Context: an optimization exercise on an open-source flow, tuned for small area and a short achievable clock period. The choices shown serve that exercise and are no tape-out recipe. RTL that was checked went through simulation tests only; none was proved equivalent to the original. No functional check of the RTL was part of run 3. Power figures rest on the tool's default switching activity, not on a simulated workload.

## flow/flow/run.sh

```bash
#!/bin/bash
# Standard synthesis, then the standard layout steps with plain buffers on
# the ports and a larger setup repair margin, so that repair_timing works
# towards a shorter period than the clock's. After global placement the
# flip-flops that drive output ports are moved half way towards their port buffers.
set -e
bash standard.sh synth > synth.log 2>&1
export SETUP_SLACK_MARGIN=${MARGIN:-7.5}
export BUFFER_PORTS_ARGS="-buffer_cell sky130_fd_sc_hd__buf_2"
RES=$PWD/orfs/results/$FLOW_PLATFORM/final_top/base
bash standard.sh $RES/3_3_place_gp.odb > place_gp.log 2>&1
ODB=$RES/3_3_place_gp.odb FRAC=${FRAC:-0.5} openroad -no_init -exit flow/move_oregs.tcl > move_oregs.log 2>&1
touch $RES/3_3_place_gp.odb
bash standard.sh finish > layout.log 2>&1
```

## flow/flow/move_oregs.tcl

```tcl
# Move each flip-flop that drives an output port's buffer part of the way
# towards that buffer, so that the flip-flop's output wire is shorter. Detailed placement
# legalizes the moved cells afterwards.
read_db $::env(ODB)
set block [ord::get_db_block]
set moved 0
foreach bt [$block getBTerms] {
  if {[$bt getIoType] ne "OUTPUT"} { continue }
  set net [$bt getNet]
  if {$net eq "NULL"} { continue }
  set buf ""
  foreach it [$net getITerms] {
    if {[$it isOutputSignal]} { set buf [$it getInst] }
  }
  if {$buf eq ""} { continue }
  set ff ""
  foreach it [$buf getITerms] {
    if {[$it isInputSignal] && [$it getNet] ne "NULL"} {
      foreach it2 [[$it getNet] getITerms] {
        if {[$it2 isOutputSignal]} { set ff [$it2 getInst] }
      }
    }
  }
  if {$ff eq "" || ![string match "*df*" [[$ff getMaster] getName]]} { continue }
  lassign [$buf getLocation] bx by
  lassign [$ff getLocation] fx fy
  # move the flip-flop part of the way towards its port buffer
  set nx [expr {int($bx + ($fx - $bx) * $::env(FRAC))}]
  set ny [expr {int($by + ($fy - $by) * $::env(FRAC))}]
  $ff setLocation $nx $ny
  incr moved
}
puts "moved $moved flip-flops"
write_db $::env(ODB)
```

## flow/standard.sh

```bash
#!/bin/bash
# synth_recipe.tcl (not shown) runs the flow's synth.tcl, then flattens the netlist and writes it again
# the make line also repeats each setting of config.mk as NAME=value (left out here)
make -C /OpenROAD-flow-scripts/flow DESIGN_CONFIG=/design/flow/config.mk WORK_HOME=/design/flow/orfs CLKGATE_MAP_FILE= SYNTH_SCRIPT=/design/flow/synth_recipe.tcl "${@:-finish}"
```

## flow/config.mk

```make
export PLATFORM = sky130hd
export DESIGN_NAME = final_top
export DESIGN_NICKNAME = final_top
export VERILOG_FILES = /design/flow/design.v
export SDC_FILE = /design/flow/constraint.sdc
export NUM_CORES = 4
export LEC_CHECK = 0
export ABC_AREA = 1
export CAP_MARGIN = 40
export CORE_MARGIN = 2
export CORE_UTILIZATION = 60
export CTS_CLUSTER_DIAMETER = 80
export CTS_CLUSTER_SIZE = 24
export SLEW_MARGIN = 30
export SYNTH_HIERARCHICAL = 1
```

## flow/constraint.sdc

```tcl
create_clock -name core_clock -period 11.0 [get_ports {clk}]
set_input_delay 2.2000 -clock core_clock [delete_from_list [all_inputs] [get_ports {clk}]]
set_output_delay 2.2000 -clock core_clock [all_outputs]
set_load 0.01 [all_outputs]
```

## flow/design.v

```verilog
module final_top (clk,reset,data1,data2,data3,data4,data5,data6,data7,data8,data9,data10,data11,data12,data13,data14,data15,data16,wr1,wr2,wr3,wr4,wr5,wr6,wr7,wr8,wr9,wr10,wr11,wr12,wr13,wr14,wr15,wr16,datao1,datao2,datao3,datao4,datao5,datao6,datao7,datao8,datao9,datao10,datao11,datao12,datao13,datao14,datao15,datao16);
input clk, reset;
input [7:0] data1,data2,data3,data4,data5,data6,data7,data8,data9,data10,data11,data12,data13,data14,data15,data16;
input wr1,wr2,wr3,wr4,wr5,wr6,wr7,wr8,wr9,wr10,wr11,wr12,wr13,wr14,wr15,wr16;
output [7:0] datao1,datao2,datao3,datao4,datao5,datao6,datao7,datao8,datao9,datao10,datao11,datao12,datao13,datao14,datao15,datao16;
wire [127:0] din = {data16,data15,data14,data13,data12,data11,data10,data9,data8,data7,data6,data5,data4,data3,data2,data1};
wire [15:0] wrv = {wr16,wr15,wr14,wr13,wr12,wr11,wr10,wr9,wr8,wr7,wr6,wr5,wr4,wr3,wr2,wr1};
wire [127:0] dout;
assign datao1 = dout[7:0];
assign datao2 = dout[15:8];
assign datao3 = dout[23:16];
assign datao4 = dout[31:24];
assign datao5 = dout[39:32];
assign datao6 = dout[47:40];
assign datao7 = dout[55:48];
assign datao8 = dout[63:56];
assign datao9 = dout[71:64];
assign datao10 = dout[79:72];
assign datao11 = dout[87:80];
assign datao12 = dout[95:88];
assign datao13 = dout[103:96];
assign datao14 = dout[111:104];
assign datao15 = dout[119:112];
assign datao16 = dout[127:120];
reg [3:0] c;
always @(posedge clk or negedge reset)
  if (!reset) c <= 4'd0;
  else        c <= c + 4'd1;
wire [143:0] g;      
genvar j;
generate for (j = 0; j < 16; j = j + 1) begin : q
  reg  [7:0] e [0:6];
  reg  [2:0] n;
  reg        pop;
  wire [7:0] d  = din[8*j+7:8*j];
  wire       w  = wrv[j];
  wire [2:0] m  = n - {2'd0, pop};    
  wire [7:0] en [0:6];                
  genvar k;
  for (k = 0; k < 7; k = k + 1) begin : s
    wire ld = (m <= k);
    wire sh = pop & ~ld;
    wire hd = ~pop & ~ld;
    wire [7:0] nx = (k == 6) ? d : e[(k + 1) % 7];
    assign en[k] = ({8{ld}} & d) | ({8{sh}} & nx) | ({8{hd}} & e[k]);
    always @(posedge clk)
      e[k] <= en[k];
  end
  wire       byp = (m == 3'd0);
  wire [7:0] hn  = en[0];             
  wire [3:0] want = c + 4'd1 - j;
  wire       mn  = (~byp | w) & (hn[3:0] == want);
  assign g[9*j+8:9*j] = {mn, hn};
  always @(posedge clk or negedge reset)
    if (!reset) begin
      n <= 3'd0; pop <= 1'b0;
    end else begin
      n   <= m + {2'd0, w};
      pop <= mn;
    end
end endgenerate
wire [79:0] z0, z1, z2, z3, z4;
genvar o;
generate for (o = 0; o < 16; o = o + 1) begin : r
  assign z0[5*o+4:5*o] = {g[9*((17 - o) % 16)+8:9*((17 - o) % 16)+4]};
  assign z1[5*o+4:5*o] = c[0] ? z0[5*((o + 15) % 16)+4:5*((o + 15) % 16)] : z0[5*o+4:5*o];
  assign z2[5*o+4:5*o] = c[1] ? z1[5*((o + 14) % 16)+4:5*((o + 14) % 16)] : z1[5*o+4:5*o];
  assign z3[5*o+4:5*o] = c[2] ? z2[5*((o + 12) % 16)+4:5*((o + 12) % 16)] : z2[5*o+4:5*o];
  assign z4[5*o+4:5*o] = c[3] ? z3[5*((o + 8) % 16)+4:5*((o + 8) % 16)] : z3[5*o+4:5*o];
  reg [3:0] hi;      
  always @(posedge clk or negedge reset)
    if (!reset) hi <= 4'd0;
    else        hi <= z4[5*o+3:5*o] & {4{z4[5*o+4]}};
  assign dout[8*o+7:8*o+4] = hi;
  genvar b;
  for (b = 0; b < 4; b = b + 1) begin : lo
    if (o & (1 << b)) begin : one
      obit f (.clk(clk), .reset(reset), .d(z4[5*o+4]), .q(dout[8*o+b]));
    end else begin : zero
      assign dout[8*o+b] = 1'b0;
    end
  end
end endgenerate
endmodule
module obit (clk, reset, d, q);
input clk, reset, d;
output q;
reg q;
always @(posedge clk or negedge reset)
  if (!reset) q <= 1'b0;
  else        q <= d;
endmodule
```

==> summary.md, run 1 <==
| Metric | Value |
|---|---|
| Status | `complete, no violations` |
| Area of the multi-input gates | `21410 um^2` |
| Pwr Density | `323.0 nW/um^2` |
| Synth Register Bits | `1060` |
| Yosys cell types | `36` |
| Synth warn | `24` |
| All-Layer GR Usage | `32.74%` |
| Max Cap Viol | `0` |
| Post-Synth XOR/XNOR Area | `0.5097%` |
| Worst slew pin tran | `0.8572 ns` |
| Placed Area | `47350 um^2` |
| Compound-Gate Fraction of Synth Area | `10.08%` |
| Static Leakage | `22.87 nW` |
| Vias in the first global route | `37830` |
| Clock power frac | `13.5%` |
| IO Pins | `274` |
| Largest family of logic cells by synthesized area | `simple AND/OR/NAND/NOR gates` |
| Final hold violations | `0` |
| Asr flop ratio synth | `15.47%` |
| Clk Latency, worst-skew pair | `0.64 ns` |
| Final wirelength | `129900 um` |
| Post-route minimum period | `3.469 ns` |
| Crit path required time | `11.56 ns` |
| TritonCTS Buffers | `51` |
| Drt initial violations | `3858` |
| # fillers | `6538` |
| Sequential cell area fraction in the yosys report | `48.53%` |
| Max-slew headroom | `42.60%` |
| IO Port Bufs | `241` |
| Sequential Power Share | `41.6%` |
| Final Util | `66.61%` |
| Main synth FF type | `dfxtp_1` |
| Achievable Freq | `0.2882 GHz` |
| Row cnt | `100` |
| Worst-path clk slew | `0.10 ns` |
| RSZ-0062 raised after global routing | `yes` |
| Drt pass-1 iters | `7` |
| Tcrit/Tclk final | `31.54%` |
| CTS root buf | `clkbuf_16` |
| Starting Density | `60.80%` |
| Die area | `77910 um^2` |
| First-pass GRT wire length | `206600 um` |
| Mux share of post-synthesis cell area | `1.628%` |
| CTS Hold Bufs | `0` |
| Die Wd | `279.1 um` |
| Global placer's final weighted congestion | `0.9584` |
| Peak VDD IR | `0.2014 mV` |
| Startpoint types | `primary input` |
| CP arrival | `4.02 ns` |
| Fin area | `49750 um^2` |
| Crit-path max FO | `6` |
| Mapped Area | `45420 um^2` |
| Gate power share | `44.9%` |
| Clock tree buffer depth | `3` |
| Sw Ratio | `44.01%` |
| Skew final | `0.02428 ns` |
| Area grow syn2layout | `9.546%` |
| Post-synthesis simple-gate area fraction | `31.56%` |
| # DRC | `0` |
| Via count | `40740` |
| CTS tree | `yes` |
| GRT Residual Overflow | `0` |
| Post-route ant nets | `0` |
| Internal power | `8.999 mW` |
| HP Class | `reg2reg` |
| Setup crit end kind | `flop` |
| Final Setup Violations | `0` |
| Setup WS post-layout | `7.531 ns` |
| Share of cells above drive strength 1 | `10.27%` |
| EDFF count, synth | `0` |
| Clock sink total | `1060` |
| Post-Synth Adder-Cell Area | `1.928%` |
| Htree depth | `2` |
| Critical path type | `in2reg` |
| Final TNS setup | `0 ns` |
| Mapped Cells | `5894` |
| Core area | `74700 um^2` |
| Slew Limit Fails | `0` |
| Syn_area_per_cell | `7.706 um^2` |
| PnR Total Power | `16.07 mW` |
| Initial antenna violation count | `6` |
| Pin count of the biggest net entering global routing | `82` |
| Avg WL per Cell | `18.25 um` |
| HPWL after DPL | `98040 um` |
| Sequential cell area | `22070 um^2` |
| Switching power | `7.073 mW` |
| Pre-CTS WS | `6.553 ns` |
| Final nets | `6323` |
| Die height | `279.1 um` |
| Vias per cell | `5.725` |
==> Yosys stat by module (local to each module, per instance) <==
module,cells,area (um^2),flops+latches,times used
final_top,5862,44620,1028,1
obit,1,25.02,1,32
==> cell type report <==
class	instances	share of cell area [%]
repair buffers	291	3.511
flip-flops and latches	1060	44.36
inverters	474	3.596
diodes	6	0.03018
clock inverters	5	0.09305
multi-input cells	4229	43.02
clock buffers	83	2.952
well taps	969	2.437
==> final timing paths <==
path	from	to	slack (ns)	cells after the start
worst max register to register	c[2]$_DFF_PN0_	r[12].hi[0]$_DFF_PN0_	7.63	17
worst min register to register	q[13].e[3][2]$_DFF_P_	q[13].e[2][2]$_DFF_P_	0.46	2
max in group asynchronous	reset	q[9].pop$_DFF_PN0_	8.44	3
worst max-delay path	data16[0]	r[12].hi[0]$_DFF_PN0_	7.53	12
min in group asynchronous	reset	q[15].n[0]$_DFF_PN0_	1.49	1
worst min-delay path	q[13].e[3][2]$_DFF_P_	q[13].e[2][2]$_DFF_P_	0.46	2
==> cell families (layout without fill, tap and decap cells) <==
family / after synthesis / in the layout
simple gates: 3399 / 3399
flops: 1060 / 1060
buf+inv: 636 / 853
compound gates: 633 / 633
mux: 72 / 72
fa+ha+maj: 70 / 70
xor+xnor: 23 / 23
other cells: 1 / 38
==> state kept, by name, summed over array words and instances, names as in the netlist <==
register and cells:
r.hi 64, q.n 48, q.e 896, r.lo.one.f.q 32
q.pop 16, c 4
==> stage by stage <==
stage                     instances  hold WS [ns]
after floorplan                5925        0.4250
after global placement         6986        0.4341
after detailed placement       6994        0.4409
after CTS                      7097        0.4617
after global routing           7113        0.4780
final                          7117        0.4592
==> per-layer routing <==
| metal | vias up | track usage [%] | wire length (um) | share of wire [%] |
|---|---|---|---|---|
| li1 | 19990 | - | - | - |
| met1 | 19010 | 46.47 | 58300 | 45 |
| met2 | 1485 | 51.45 | 57430 | 44 |
| met3 | 250 | 4.376 | 9320 | 7.2 |
| met4 | 6 | 11.29 | 4819 | 3.7 |
| met5 | - | 0 | 38 | 0.029 |
==> cell usage in the layout, fill, tap and decap left out, drive strengths merged <==
master       n
o211ai     419
mux2i       57
nor2       449
or2         19
nand2     2056
a21oi      113
ha          70
nand3      788
xnor2        7
nor3         4
mux2        15
o221ai      77
clkinv      27
o21bai       1
xor2        16
dfxtp      896
bufbuf       1
diode        6
conb        32
dfrtp      164
clkbuf      84
inv        450
clkinvlp     2
buf        289
nand4       83
o21ai        9
a221o       14
==> power by group through the flow <==
| stage | logic [mW] | clock network (mW) | registers (mW) |
|---|---|---|---|
| after floorplan | 5.09 | 0 | 6.47 |
| after global placement | 6.68 | 0 | 6.72 |
| after detailed placement | 6.91 | 0 | 6.72 |
| after CTS | 6.99 | 2.20 | 6.66 |
| after global routing | 8.11 | 2.33 | 6.88 |
| final | 7.22 | 2.17 | 6.69 |
==> synth_stat cells (38+ instances only) <==
cell type / instances / area, um^2
clkbuf_1: 67 / 251.5
nand3_2: 41 / 410.4
nand3_1: 746 / 3734
dfrtp_1: 164 / 4104
nand4_1: 83 / 519.3
a21oi_1: 113 / 565.5
inv_1: 427 / 1603
nor2_1: 431 / 1618
buf_4: 38 / 285.3
nand2_1: 2031 / 7624
mux2i_1: 57 / 570.6
dfxtp_1: 896 / 17940
o211ai_1: 419 / 3146
o221ai_1: 77 / 674.4
ha_1: 70 / 875.8
==> critical path: stages <==
cell and delay (ns):
buf_2 0.15, nand2_1 0.11, nand3_1 0.11, nand2_1 0.08
nand2_1 0.05, nor2_1 0.17, nand4_1 0.33, nand3_1 0.23
nand3_1 0.13, nand3_1 0.14, nand2_2 0.14, nor2_2 0.18
==> timing repair <==
item,in CTS,in global routing
setup buffers,14,13
gates cloned,1,0
pin swaps,9,22
gates resized for setup,52,131
endpoints found under the setup margin,96,109
hold endpoints to repair,0,0
==> inputs of run 2 (changes only) <==
--- a/flow/design.v
+++ b/flow/design.v
@@ -67,26 +67,15 @@
   assign z2[5*o+4:5*o] = c[1] ? z1[5*((o + 14) % 16)+4:5*((o + 14) % 16)] : z1[5*o+4:5*o];
   assign z3[5*o+4:5*o] = c[2] ? z2[5*((o + 12) % 16)+4:5*((o + 12) % 16)] : z2[5*o+4:5*o];
   assign z4[5*o+4:5*o] = c[3] ? z3[5*((o + 8) % 16)+4:5*((o + 8) % 16)] : z3[5*o+4:5*o];
+  reg       mt;      
   reg [3:0] hi;      
   always @(posedge clk or negedge reset)
-    if (!reset) hi <= 4'd0;
-    else        hi <= z4[5*o+3:5*o] & {4{z4[5*o+4]}};
-  assign dout[8*o+7:8*o+4] = hi;
-  genvar b;
-  for (b = 0; b < 4; b = b + 1) begin : lo
-    if (o & (1 << b)) begin : one
-      obit f (.clk(clk), .reset(reset), .d(z4[5*o+4]), .q(dout[8*o+b]));
-    end else begin : zero
-      assign dout[8*o+b] = 1'b0;
+    if (!reset) begin
+      mt <= 1'b0; hi <= 4'd0;
+    end else begin
+      mt <= z4[5*o+4];
+      hi <= z4[5*o+3:5*o] & {4{z4[5*o+4]}};
     end
-  end
+  assign dout[8*o+7:8*o] = {hi, o[3] & mt, o[2] & mt, o[1] & mt, o[0] & mt};
 end endgenerate
 endmodule
-module obit (clk, reset, d, q);
-input clk, reset, d;
-output q;
-reg q;
-always @(posedge clk or negedge reset)
-  if (!reset) q <= 1'b0;
-  else        q <= d;
-endmodule
==> flow/run.sh (new file) <==
#!/bin/bash
# synth_recipe.tcl (not shown) runs the flow's synth.tcl, then flattens the netlist and writes it again
# the make line also repeats each setting of config.mk as NAME=value (left out here)
make -C /OpenROAD-flow-scripts/flow DESIGN_CONFIG=/design/flow/config.mk WORK_HOME=/design/flow/orfs CLKGATE_MAP_FILE= SYNTH_SCRIPT=/design/flow/synth_recipe.tcl finish
--- a/flow/config.mk
+++ b/flow/config.mk
@@ -11,5 +11,5 @@
 export CORE_UTILIZATION = 60
 export CTS_CLUSTER_DIAMETER = 80
 export CTS_CLUSTER_SIZE = 24
+export SETUP_SLACK_MARGIN = 5
 export SLEW_MARGIN = 30
-export SYNTH_HIERARCHICAL = 1
removed: flow/flow/run.sh
removed: flow/flow/move_oregs.tcl
removed: flow/standard.sh
==> summary.md, run 2 <==
| Metric | Value |
|---|---|
| Worst slew pin tran | `0.8911 ns` |
| Max reg flops | `896` |
| CTS tree | `yes` |
| RSZ-0062 raised after global routing | `no` |
| Finished Layout Cells | `7063` |
| All-Layer GR Usage | `31.77%` |
| Peak VDD IR | `0.1811 mV` |
| Area grow syn2layout | `9.716%` |
| TritonCTS Buffers | `50` |
| Pre-CTS WS | `6.396 ns` |
| Skew final | `0.01889 ns` |
| Static Leakage | `22.53 nW` |
| Tcrit/Tclk final | `40.49%` |
| IO Pins | `274` |
| Yosys cell types | `39` |
| Placed Cells | `6973` |
| Final Setup Violations | `0` |
| HP Class | `reg2reg` |
| Clock power frac | `13.6%` |
| Sequential cell area fraction in the yosys report | `47.08%` |
| Clock sink total | `1043` |
| Achievable Freq | `0.2246 GHz` |
| Most common cell after layout, fill and taps aside | `nand2_1` |
| Row cnt | `101` |
| Top reg by flops | `q.e` |
| Final wirelength | `126700 um` |
| Post-route minimum period | `4.453 ns` |
| Startpoint types | `flop` |
| Htree depth | `2` |
| Switching power | `6.983 mW` |
| Share of cells above drive strength 1 | `6.903%` |
| Initial antenna violation count | `6` |
| Largest cells by area after synthesis | `dfxtp_1 (39%), nand2_1 (16%), dfrtp_1 (8.0%)` |
| Gate power share | `45.0%` |
| Syn_area_per_cell | `7.790 um^2` |
| Die area | `78740 um^2` |
| GR Util met3 | `4.671%` |
| Core area | `75820 um^2` |
| Synth Register Bits | `1043` |
| Max Cap Viol | `0` |
| Mapped Area | `45910 um^2` |
| First-pass GRT wire length | `201300 um` |
| Setup crit end kind | `flop` |
| HPWL after DPL | `95420 um` |
| Crit-path max FO | `48` |
| CTS root buf | `clkbuf_16` |
| Share of the synthesized area in the top cell type | `39.07%` |
| Via count | `40190` |
| CP arrival | `5.02 ns` |
| PnR Total Power | `15.97 mW` |
| Gr busiest metal | `met2` |
| Max-slew headroom | `40.33%` |
| Most common cell in the netlist | `nand2_1` |
| # resized after CTS | `0` |
| Biggest regs | `q.e x896, r.hi x64, q.n x48` |
| Vias per cell | `5.691` |
| # DRC | `0` |
| Mapped Cells | `5893` |
| Synth warn | `17` |
| Global placer's final weighted congestion | `0.9749` |
| R2R cell count | `18` |
| GR Layer Usage met2 | `51.48%` |
| Asr flop ratio synth | `14.09%` |
| EDFF count, synth | `0` |
| Drt initial violations | `3453` |
| Worst-path clk slew | `0.10 ns` |
| # fillers | `6717` |
| Die height | `280.6 um` |
| Final hold violations | `0` |
| Most frequent cells in the layout | `nand2_1 (2017), dfxtp_1 (896), nand3_1 (696)` |
| Routing usage on met1 | `43.10%` |
| Final nets | `6265` |
| Pwr Density | `317.1 nW/um^2` |
| IO Port Bufs | `241` |
| Vias in the first global route | `37520` |
| GRT Residual Overflow | `0` |
| Crit path required time | `11.57 ns` |
| CTS Hold Bufs | `0` |
| Starting Density | `60.55%` |
| Hold Path Stages | `2` |
| Commonest cells post-synth | `nand2_1 (2017), dfxtp_1 (896), nand3_1 (696)` |
| Final TNS setup | `0 ns` |
| Postcts setup bufs | `0` |
| Status | `complete, no violations` |
| Sw Ratio | `43.72%` |
| Area leader, netlist | `dfxtp_1` |
| Sequential cell area | `21630 um^2` |
| Internal power | `8.989 mW` |
| Drt pass-1 iters | `6` |
| Critical path type | `reg2reg` |
| Pin count of the biggest net entering global routing | `80` |
| Die Wd | `280.6 um` |
| Post-route ant nets | `0` |
| Area of the multi-input gates | `21550 um^2` |
| Sequential Power Share | `41.4%` |
| Setup WS post-layout | `6.547 ns` |
| Clock tree buffer depth | `3` |
| Avg WL per Cell | `17.93 um` |
| Slew Limit Fails | `0` |
| Main synth FF type | `dfxtp_1` |
| Clk Latency, worst-skew pair | `0.64 ns` |
==> run 2: changes by cell type after synthesis, sizes merged, moves of 3 or more <==
cell    before   now
a21oi      113   105
o211ai     419   374
dfrtp      164   147
nand3      788   814
nor2       449   440
clkbuf      67    55
clkinv      26    23
o21ai        9     6
nand2     2056  2050
inv        448   454
buf         95   134
mux2        15    23
o221ai      77   100
==> run 2: path summary, 6_finish.rpt <==
| check | from | to | slack [ns] |
|---|---|---|---|
| max in group asynchronous | reset | q[1].n[1]$_DFF_PN0_ | 8.29 |
| min | q[2].e[5][1]$_DFF_P_ | q[2].e[4][1]$_DFF_P_ | 0.46 |
| min reg2reg | q[2].e[5][1]$_DFF_P_ | q[2].e[4][1]$_DFF_P_ | 0.46 |
| max | c[2]$_DFF_PN0_ | r[14].hi[0]$_DFF_PN0_ | 6.55 |
| min in group asynchronous | reset | q[10].n[0]$_DFF_PN0_ | 1.58 |
| max reg2reg | c[2]$_DFF_PN0_ | r[14].hi[0]$_DFF_PN0_ | 6.55 |
==> run 2: worst max-delay path, cell delays in order (launching register included) <==
cell and delay [ns]:
dfrtp_4 0.79, buf_4 0.59, ha_1 0.29, nand2_1 0.08
nand2_2 0.16, nand2_2 0.25, inv_2 0.22, nand2_1 0.07
nand2_1 0.40, inv_2 0.04, nand2_1 0.07, nand2_1 0.06
nor2_2 0.14, nand4_1 0.40, nand3_1 0.30, nand3_1 0.17
nand3_2 0.15, nand2_4 0.09, nor2_2 0.09
==> run 2: power groups by stage <==
stage	clock [mW]	sequential (mW)	combinational, mW
finish	2.17	6.62	7.19
global route	2.34	6.80	8.11
CTS	2.21	6.59	7.12
detailed placement	0	6.66	7.10
global placement	0	6.64	6.91
floorplan	0	6.38	5.31
==> run 2: final cells by class <==
type	count	area share, %
antenna	1	0.004968
sequential	1043	42.93
multi-input combinational	4215	42.78
clock buffer	81	2.881
timing repair buffer	262	5.274
clock inverter	6	0.1341
inverter	477	3.560
tap	978	2.429
==> run 2: metrics by stage <==
| step | hold slack (ns) | cell area (um^2) | utilization [%] |
|---|---|---|---|
| after floorplan | 0.4250 | 46030 | - |
| after global placement | 0.4324 | 48690 | 64.22 |
| after detailed placement | 0.4414 | 48810 | 64.38 |
| after CTS | 0.4590 | 50330 | 66.38 |
| after global routing | 0.4817 | 50370 | 66.43 |
| final | 0.4555 | 50370 | 66.43 |
==> run 2: kinds of logic after synthesis <==
group | Yosys count | share of synthesized area, %
simple gates | 3406 | 32.82
flops | 1043 | 47.08
buf+inv | 666 | 6.230
compound gates | 603 | 9.615
mux | 81 | 1.829
fa+ha+maj | 70 | 1.908
xor+xnor | 23 | 0.5042
other cells | 1 | 0.008168
==> run 2: per-layer routing <==
layer / part of all wire, % / routed length, um / vias up
met1: 44 / 55800 / 18800
met5: 0.018 / 23 / -
li1: - / - / 19850
met4: 3.9 / 4902 / 4
met3: 6.6 / 8307 / 259
met2: 46 / 57640 / 1282
==> inputs of run 3 (changes only) <==
--- a/flow/design.v
+++ b/flow/design.v
@@ -35,19 +35,17 @@
   wire [7:0] d  = din[8*j+7:8*j];
   wire       w  = wrv[j];
   wire [2:0] m  = n - {2'd0, pop};    
-  wire [7:0] en [0:6];                
   genvar k;
   for (k = 0; k < 7; k = k + 1) begin : s
-    wire ld = (m <= k);
+    wire ld = (m == k);
     wire sh = pop & ~ld;
     wire hd = ~pop & ~ld;
     wire [7:0] nx = (k == 6) ? d : e[(k + 1) % 7];
-    assign en[k] = ({8{ld}} & d) | ({8{sh}} & nx) | ({8{hd}} & e[k]);
     always @(posedge clk)
-      e[k] <= en[k];
+      e[k] <= ({8{ld}} & d) | ({8{sh}} & nx) | ({8{hd}} & e[k]);
   end
   wire       byp = (m == 3'd0);
-  wire [7:0] hn  = en[0];             
+  wire [7:0] hn  = byp ? d : (pop ? e[1] : e[0]);
   wire [3:0] want = c + 4'd1 - j;
   wire       mn  = (~byp | w) & (hn[3:0] == want);
   assign g[9*j+8:9*j] = {mn, hn};
@@ -59,23 +57,18 @@
       pop <= mn;
     end
 end endgenerate
-wire [79:0] z0, z1, z2, z3, z4;
+wire [143:0] z0, z1, z2, z3, z4;
+reg [127:0] oreg;
 genvar o;
 generate for (o = 0; o < 16; o = o + 1) begin : r
-  assign z0[5*o+4:5*o] = {g[9*((17 - o) % 16)+8:9*((17 - o) % 16)+4]};
-  assign z1[5*o+4:5*o] = c[0] ? z0[5*((o + 15) % 16)+4:5*((o + 15) % 16)] : z0[5*o+4:5*o];
-  assign z2[5*o+4:5*o] = c[1] ? z1[5*((o + 14) % 16)+4:5*((o + 14) % 16)] : z1[5*o+4:5*o];
-  assign z3[5*o+4:5*o] = c[2] ? z2[5*((o + 12) % 16)+4:5*((o + 12) % 16)] : z2[5*o+4:5*o];
-  assign z4[5*o+4:5*o] = c[3] ? z3[5*((o + 8) % 16)+4:5*((o + 8) % 16)] : z3[5*o+4:5*o];
-  reg       mt;      
-  reg [3:0] hi;      
+  assign z0[9*o+8:9*o] = g[9*((17 - o) % 16)+8:9*((17 - o) % 16)];
+  assign z1[9*o+8:9*o] = c[0] ? z0[9*((o + 15) % 16)+8:9*((o + 15) % 16)] : z0[9*o+8:9*o];
+  assign z2[9*o+8:9*o] = c[1] ? z1[9*((o + 14) % 16)+8:9*((o + 14) % 16)] : z1[9*o+8:9*o];
+  assign z3[9*o+8:9*o] = c[2] ? z2[9*((o + 12) % 16)+8:9*((o + 12) % 16)] : z2[9*o+8:9*o];
+  assign z4[9*o+8:9*o] = c[3] ? z3[9*((o + 8) % 16)+8:9*((o + 8) % 16)] : z3[9*o+8:9*o];
   always @(posedge clk or negedge reset)
-    if (!reset) begin
-      mt <= 1'b0; hi <= 4'd0;
-    end else begin
-      mt <= z4[5*o+4];
-      hi <= z4[5*o+3:5*o] & {4{z4[5*o+4]}};
-    end
-  assign dout[8*o+7:8*o] = {hi, o[3] & mt, o[2] & mt, o[1] & mt, o[0] & mt};
+    if (!reset) oreg[8*o+7:8*o] <= 8'd0;
+    else        oreg[8*o+7:8*o] <= z4[9*o+7:9*o] & {8{z4[9*o+8]}};
 end endgenerate
+assign dout = oreg;
 endmodule
--- a/flow/config.mk
+++ b/flow/config.mk
@@ -8,8 +8,5 @@
 export ABC_AREA = 1
 export CAP_MARGIN = 40
 export CORE_MARGIN = 2
-export CORE_UTILIZATION = 60
-export CTS_CLUSTER_DIAMETER = 80
-export CTS_CLUSTER_SIZE = 24
-export SETUP_SLACK_MARGIN = 5
+export CORE_UTILIZATION = 40
 export SLEW_MARGIN = 30
==> summary.md, run 3 <==
| Metric | Value |
|---|---|
| Area grow syn2layout | `17.00%` |
| Sw Ratio | `44.07%` |
| Drt pass-1 iters | `9` |
| Worst slew pin tran | `0.8341 ns` |
| Max Cap Viol | `0` |
| Share of cells above drive strength 1 | `6.765%` |
| Die height | `355.8 um` |
| Sequential cell area | `22860 um^2` |
| Final Util | `46.97%` |
| Die area | `126600 um^2` |
| Critical path type | `reg2reg` |
| Die Wd | `355.8 um` |
| Peak VDD IR | `0.1593 mV` |
| Pin count of the biggest net entering global routing | `74` |
| Final TNS setup | `0 ns` |
| Clk Latency, worst-skew pair | `0.77 ns` |
| Startpoint types | `flop` |
| Biggest regs | `q.e x896, oreg x128, q.n x48` |
| RSZ-0062 raised after global routing | `no` |
| Mapped Area | `49510 um^2` |
| CP arrival | `5.29 ns` |
| Drt initial violations | `4325` |
| Clock sink total | `1092` |
| Final wirelength | `162900 um` |
| # fillers | `12400` |
| Global placer's final weighted congestion | `0.9989` |
| Status | `complete, no violations` |
| Most frequent cells in the layout | `nand2_1 (1920), dfxtp_1 (896), inv_1 (763)` |
| IO Pins | `274` |
| CTS tree | `yes` |
| Gate power share | `46.0%` |
| Max-slew headroom | `43.80%` |
| Skew final | `0.03680 ns` |
| Crit-path max FO | `41` |
| Crit path required time | `11.69 ns` |
| Family with the most delay on the worst path | `simple AND/OR/NAND/NOR gates` |
| Initial antenna violation count | `4` |
| Core area | `123300 um^2` |
| Starting Density | `40.15%` |
| Most common cell in the netlist | `nand2_1` |
| Critical path cell sequence | `buf_12, ha_1, inv_2, nor2_2, nor2_4, inv_2, nand2_1, nand3_1, nor2_1, nand3_1, nand3_1, nand3_1, nand3_2, nand2_4, nor2_2` |
| Yosys cell types | `39` |
| Area of the multi-input gates | `22780 um^2` |
| # DRC | `0` |
| # resized after CTS | `0` |
| Switching power | `9.054 mW` |
| Worst-path clk slew | `0.06 ns` |
| Critical path's slowest cell | `dfrtp_4` |
| Post-route ant nets | `0` |
| Internal power | `11.49 mW` |
| Pwr Density | `354.7 nW/um^2` |
| HP Class | `reg2reg` |
| HPWL after DPL | `122200 um` |
| CTS root buf | `clkbuf_16` |
| Clock tree buffer depth | `3` |
| Share of the synthesized area in the top cell type | `36.23%` |
| Commonest cells post-synth | `nand2_1 (1920), dfxtp_1 (896), inv_1 (764)` |
| Achievable Freq | `0.2172 GHz` |
| GRT Residual Overflow | `0` |
| Critical path's most frequent cell | `nand3_1` |
| Slew Limit Fails | `0` |
| TritonCTS Buffers | `117` |
| Row cnt | `129` |
| All-Layer GR Usage | `25.14%` |
| CTS Hold Bufs | `0` |
| Htree depth | `3` |
| Final Setup Violations | `0` |
| Vias per cell | `5.398` |
| Clock power frac | `20.6%` |
| Top reg by flops | `q.e` |
| Sequential cell area fraction in the yosys report | `46.14%` |
| Sequential Power Share | `33.4%` |
| Vias in the first global route | `42670` |
| First-pass GRT wire length | `249900 um` |
| EDFF count, synth | `0` |
| Static Leakage | `26.06 nW` |
| Largest cells by area after synthesis | `dfxtp_1 (36%), nand2_1 (15%), dfrtp_1 (9.9%)` |
| Asr flop ratio synth | `17.95%` |
| Avg WL per Cell | `19.17 um` |
| Final hold violations | `0` |
| Most common cell after layout, fill and taps aside | `nand2_1` |
| Synth warn | `17` |
| Mapped Cells | `6536` |
| IO Port Bufs | `273` |
| Postcts setup bufs | `0` |
| Post-route minimum period | `4.603 ns` |
| Area leader, netlist | `dfxtp_1` |
| Syn_area_per_cell | `7.574 um^2` |
| Setup crit end kind | `flop` |
| Tcrit/Tclk final | `41.85%` |
| Via count | `45870` |
| Final nets | `6968` |
| Main synth FF type | `dfxtp_1` |
| Synth Register Bits | `1092` |
| Max reg flops | `896` |
| Worst path bufs/invs | `3` |
| Largest stage delay, worst path | `0.74 ns` |
-- run 3: cell types whose count changed in the layout (fill, tap and decap cells not counted), moves of 74 or more --
| cell | before | now |
|---|---|---|
| o221ai_1 | 100 | 278 |
| nor2_1 | 355 | 255 |
| o21ai_0 | 3 | 445 |
| nand3_2 | 115 | 41 |
| inv_1 | 404 | 763 |
| nand2_1 | 2017 | 1920 |
-- run 3: final cells by class --
type / instances / area share [%]
Antenna cell: 2 / 0.008641
Tap cell: 1637 / 3.536
Sequential cell: 1092 / 39.46
Timing Repair Buffer: 302 / 5.199
Clock inverter: 44 / 1.056
Multi-Input combinational cell: 4434 / 39.33
Clock buffer: 178 / 6.148
Inverter: 809 / 5.264
-- run 3: power groups by stage --
stage                     Combinational (mW)  Sequential [mW]  Clock (mW)
after floorplan                         6.62             6.60           0
after CTS                               9.36             6.86        4.31
after global placement                  9.13             6.90           0
final                                   9.46             6.86        4.23
after global routing                    10.6             7.03        4.47
after detailed placement                9.31             6.91           0
-- run 3: worst min-delay path, delay by kind of cell, from the launching register on --
kind,cells,cell delay [ns]
DFF,1,0.33
AOI/OAI and AO/OA,1,0.05
and+or+nand+nor,1,0.06
-- run 3: cells by family (layout without fill, tap and decap cells) --
group	count (synthesis)	count (layout)	share of synthesized area [%]
and+or+nand+nor	3136	3136	27.30
AOI/OAI and AO/OA	1168	1168	15.89
DFF	1092	1092	46.14
buffers and inverters	1017	1333	7.903
adders and majority gates	66	66	1.668
muxes	39	39	0.7885
xor gates and xnor gates	17	17	0.3008
other	1	10	0.007575
-- run 3: per-layer routing --
metal / part of all wire [%] / GRT usage [%] / routed length, um
met5: 0 / 0 / 0
met1: 45 / 34.19 / 72760
met3: 7.3 / 4.604 / 11830
met4: 4.2 / 10.35 / 6805
met2: 44 / 39.26 / 71500
-- run 3: stage by stage --
step / std cells / worst slack (ns) / area (um^2) / hold WS [ns] / total power, mW
floorplan: 6543 / 7.560 / 49530 / 0.4361 / 13.22
global placement: 8266 / 6.077 / 53630 / 0.4488 / 16.03
detailed placement: 8270 / 6.080 / 53690 / 0.4504 / 16.22
CTS: 8492 / 6.373 / 57860 / 0.4645 / 20.53
global route: 8496 / 6.314 / 57920 / 0.4746 / 22.14
finish: 8498 / 6.397 / 57920 / 0.4639 / 20.54
-- run 3: path summary, 6_finish.rpt --
| kind | start | end | slack (ns) | depth (start not counted) |
|---|---|---|---|---|
| worst max-delay path | c[1]$_DFF_PN0_ | oreg[108]$_DFF_PN0_ | 6.40 | 15 |
| worst min-delay path | q[5].e[4][5]$_DFF_P_ | q[5].e[3][5]$_DFF_P_ | 0.46 | 2 |
| worst max register to register | c[1]$_DFF_PN0_ | oreg[108]$_DFF_PN0_ | 6.40 | 15 |
| worst min register to register | q[5].e[4][5]$_DFF_P_ | q[5].e[3][5]$_DFF_P_ | 0.46 | 2 |
| max in group asynchronous | reset | c[3]$_DFF_PN0_ | 8.35 | 2 |
| min in group asynchronous | reset | oreg[32]$_DFF_PN0_ | 1.36 | 1 |

==> afterwards: timing with drivers on the ports <==
No port has a modelled driver above. Below, the same layouts with a new extraction and two added sets of constraints. Step 1: set_driving_cell puts a clkbuf_16 on clk and a buf_2 on each other input, an assumption about the parent block. Step 2 adds t to the input delays and takes it off the output delays; t is the mean of the earliest and latest rising clock arrival at the registers after step 1. Input paths then give back, and output paths get back, about the clock's delay inside the block. Slacks: ideal ports / drivers / drivers and shift; pairs: ideal ports / drivers.
| run | t (ns) | setup slack, ns | slew at the worst register clock pin (ns) | worst data-port slew with drivers (ns) | pins driven straight from the clock port |
|---|---|---|---|---|---|
| run 1 | 0.702 | 7.531 / 7.497 / 6.882 | 0.10 / 0.10 | 0.10 | 1 |
| run 2 | 0.706 | 6.547 / 6.547 / 6.352 | 0.10 / 0.10 | 0.09 | 1 |
| run 3 | 0.835 | 6.397 / 6.397 / 5.995 | 0.06 / 0.06 | 0.06 | 1 |
After both steps every run listed still meets setup and hold. For run 1, which loses most, drivers alone change the setup slack by -0.034 ns; drivers and shift together by -0.649 ns.
